Background: an optimization exercise with open tools, aiming at small area and a short achievable clock period. Do not read the settings as production practice.
In this exercise RTL edits were held to simulation tests only and were not proved equivalent to the original.

Design top_advanced, start of the top module:
module top_advanced (
    input  logic        clk,
    input  logic        rst_n,
    input  logic [15:0] primary_input_a,
    input  logic [15:0] primary_input_b,
    input  logic [15:0] primary_input_c,
    input  logic [15:0] primary_input_d,
    output logic [15:0] primary_output_x,
    output logic [15:0] primary_output_y,
    output logic [15:0] primary_output_z
);
    logic [15:0] r2_1;
    logic [15:0] r301_1;
    logic [15:0] n2;
    logic [15:0] r0_1;
    logic [15:0] n5;
    logic [15:0] n6;
    logic [15:0] r21_1;
    logic [15:0] n8;
    logic [15:0] n9;
    logic [15:0] n10;
    logic [15:0] n11;
    logic [15:0] r36_1;
    logic [15:0] n14;
    logic [15:0] r34_1;
    logic [15:0] r35_1;
    logic [15:0] n17;
    logic [15:0] n18;
    logic [15:0] n19;
    logic [15:0] n20;
    logic [15:0] r1_1;
    logic [15:0] n22;
    logic [15:0] n23;
    logic [15:0] n24;
    logic [15:0] n25;
    logic [15:0] r44_1;
    logic [15:0] n27;
    logic [15:0] n28;
    logic [15:0] n29;
    logic [15:0] n30;
    logic [15:0] n31;
    logic [15:0] n32;
    logic [15:0] n33;
    logic [15:0] n34;
    logic [15:0] n35;
    logic [15:0] r11_1;
    logic [15:0] n37;
    logic [15:0] n38;
    logic [15:0] n39;
    logic [15:0] n40;
    logic [15:0] n41;
    logic [15:0] n42;
    logic [15:0] r59_1;
    logic [15:0] n44;
    logic [15:0] r57_1;
    logic [15:0] r58_1;
    logic [15:0] n47;
    logic [15:0] n48;
    logic [15:0] n49;
    logic [15:0] n50;
    logic [15:0] n51;
    logic [15:0] n52;
    logic [15:0] n53;
    logic [15:0] n54;
    logic [15:0] r139_1;
    logic [15:0] r139_5;
    logic [15:0] n57;
    logic [15:0] r136_1;
    logic [15:0] n59;
    logic [15:0] n60;
    logic [15:0] r139_2;
    logic [15:0] r139_3;
    logic [15:0] n63;
    logic [15:0] n64;
    logic [15:0] n65;
    logic [15:0] r139_4;
    logic [15:0] r139_6;
    logic [15:0] r139_7;
    logic [15:0] n69;
    logic [15:0] n70;
    logic [15:0] n71;
    logic [15:0] n72;
    logic [15:0] n73;
    logic [15:0] n74;
    logic [15:0] n75;
    logic [15:0] n76;
    logic [15:0] n77;
    logic [15:0] n78;
    logic [15:0] n79;
    logic [15:0] n80;
  ...
Size: roughly 2,700 flip-flops, ~110 I/O pins, ~160,000 sq um of cells after synthesis.
Settings: LEC_CHECK=0, ABC_AREA=1, CAP_MARGIN=20, CORE_MARGIN=2, CORE_UTILIZATION=35, CTS_CLUSTER_DIAMETER=100, CTS_CLUSTER_SIZE=20, SETUP_SLACK_MARGIN=5, SLEW_MARGIN=20; clock period 55.0 ns.
run.sh (not shown) runs the stock make flow with config.mk's settings and CLKGATE_MAP_FILE= SYNTH_SCRIPT=/design/flow/synth_recipe.tcl, a recipe that flattens the netlist after the stock synthesis.
The starting point completed with no timing, DRC or antenna violations.
Then changed:
==> flow/flow/run.sh (new file) <==
#!/bin/bash
set -u
cd "$(dirname "$0")/.."
cp standard.sh standard.sh.orig.txt 2>/dev/null || true
cp config.mk config.mk.orig.txt 2>/dev/null || true
{
  echo "export SETUP_SLACK_MARGIN = ${MARGIN:-14}"
} >> config.mk
bash standard.sh > standard.log 2>&1
rc=$?
exit $rc
==> flow/standard.sh (new file) <==
#!/bin/bash
# synth_recipe.tcl (not shown) runs the flow's synth.tcl, then flattens the netlist and writes it again
# the make line also repeats each setting of config.mk as NAME=value (left out here)
make -C /OpenROAD-flow-scripts/flow DESIGN_CONFIG=/design/flow/config.mk WORK_HOME=/design/flow/orfs CLKGATE_MAP_FILE= SYNTH_SCRIPT=/design/flow/synth_recipe.tcl "${@:-finish}"
--- a/flow/config.mk
+++ b/flow/config.mk
@@ -12,3 +12,2 @@
-export CTS_CLUSTER_DIAMETER = 100
-export CTS_CLUSTER_SIZE = 20
-export SETUP_SLACK_MARGIN = 5
+export CTS_CLUSTER_DIAMETER = 150
+export CTS_CLUSTER_SIZE = 25
@@ -15,0 +15 @@
+export SETUP_SLACK_MARGIN = 14
removed: flow/run.sh
After rerunning:
- die area does not change
- routed wire length went up by 0.93%
- clock-buffer cell count went down by 46
- register-to-register slack gets better by 1.1 ns
- final area went up by 2.3%
- first-iteration DRC count went down by about 8%
- maximum frequency went up by about 4%

## port drivers added, routing unchanged
The flow's constraints put no driver on any port. The routed layouts listed below were extracted and timed again, unchanged, in two steps. Step 1: set_driving_cell puts a clkbuf_16 on clk and a buf_2 on each other input, an assumption about the parent block. Step 2 adds t to the input delays and takes it off the output delays; t is the mean of the earliest and latest rising clock arrival at the registers after step 1. Input paths then give back, and output paths get back, about the clock's delay inside the block. a / b / c = ideal ports / drivers / drivers and shift; a / b = the first two.
run	t, ns	slack for setup (ns)	cell pins on the clock port's net
the first run	1.024	6.582 / 6.553 / 6.553	1
the second run	1.051	8.428 / 8.323 / 8.323	1
After both steps setup and hold are still met in every run listed. The setup slack of the second run, which loses most, moves by -0.105 ns with the drivers and by -0.105 ns with both steps.
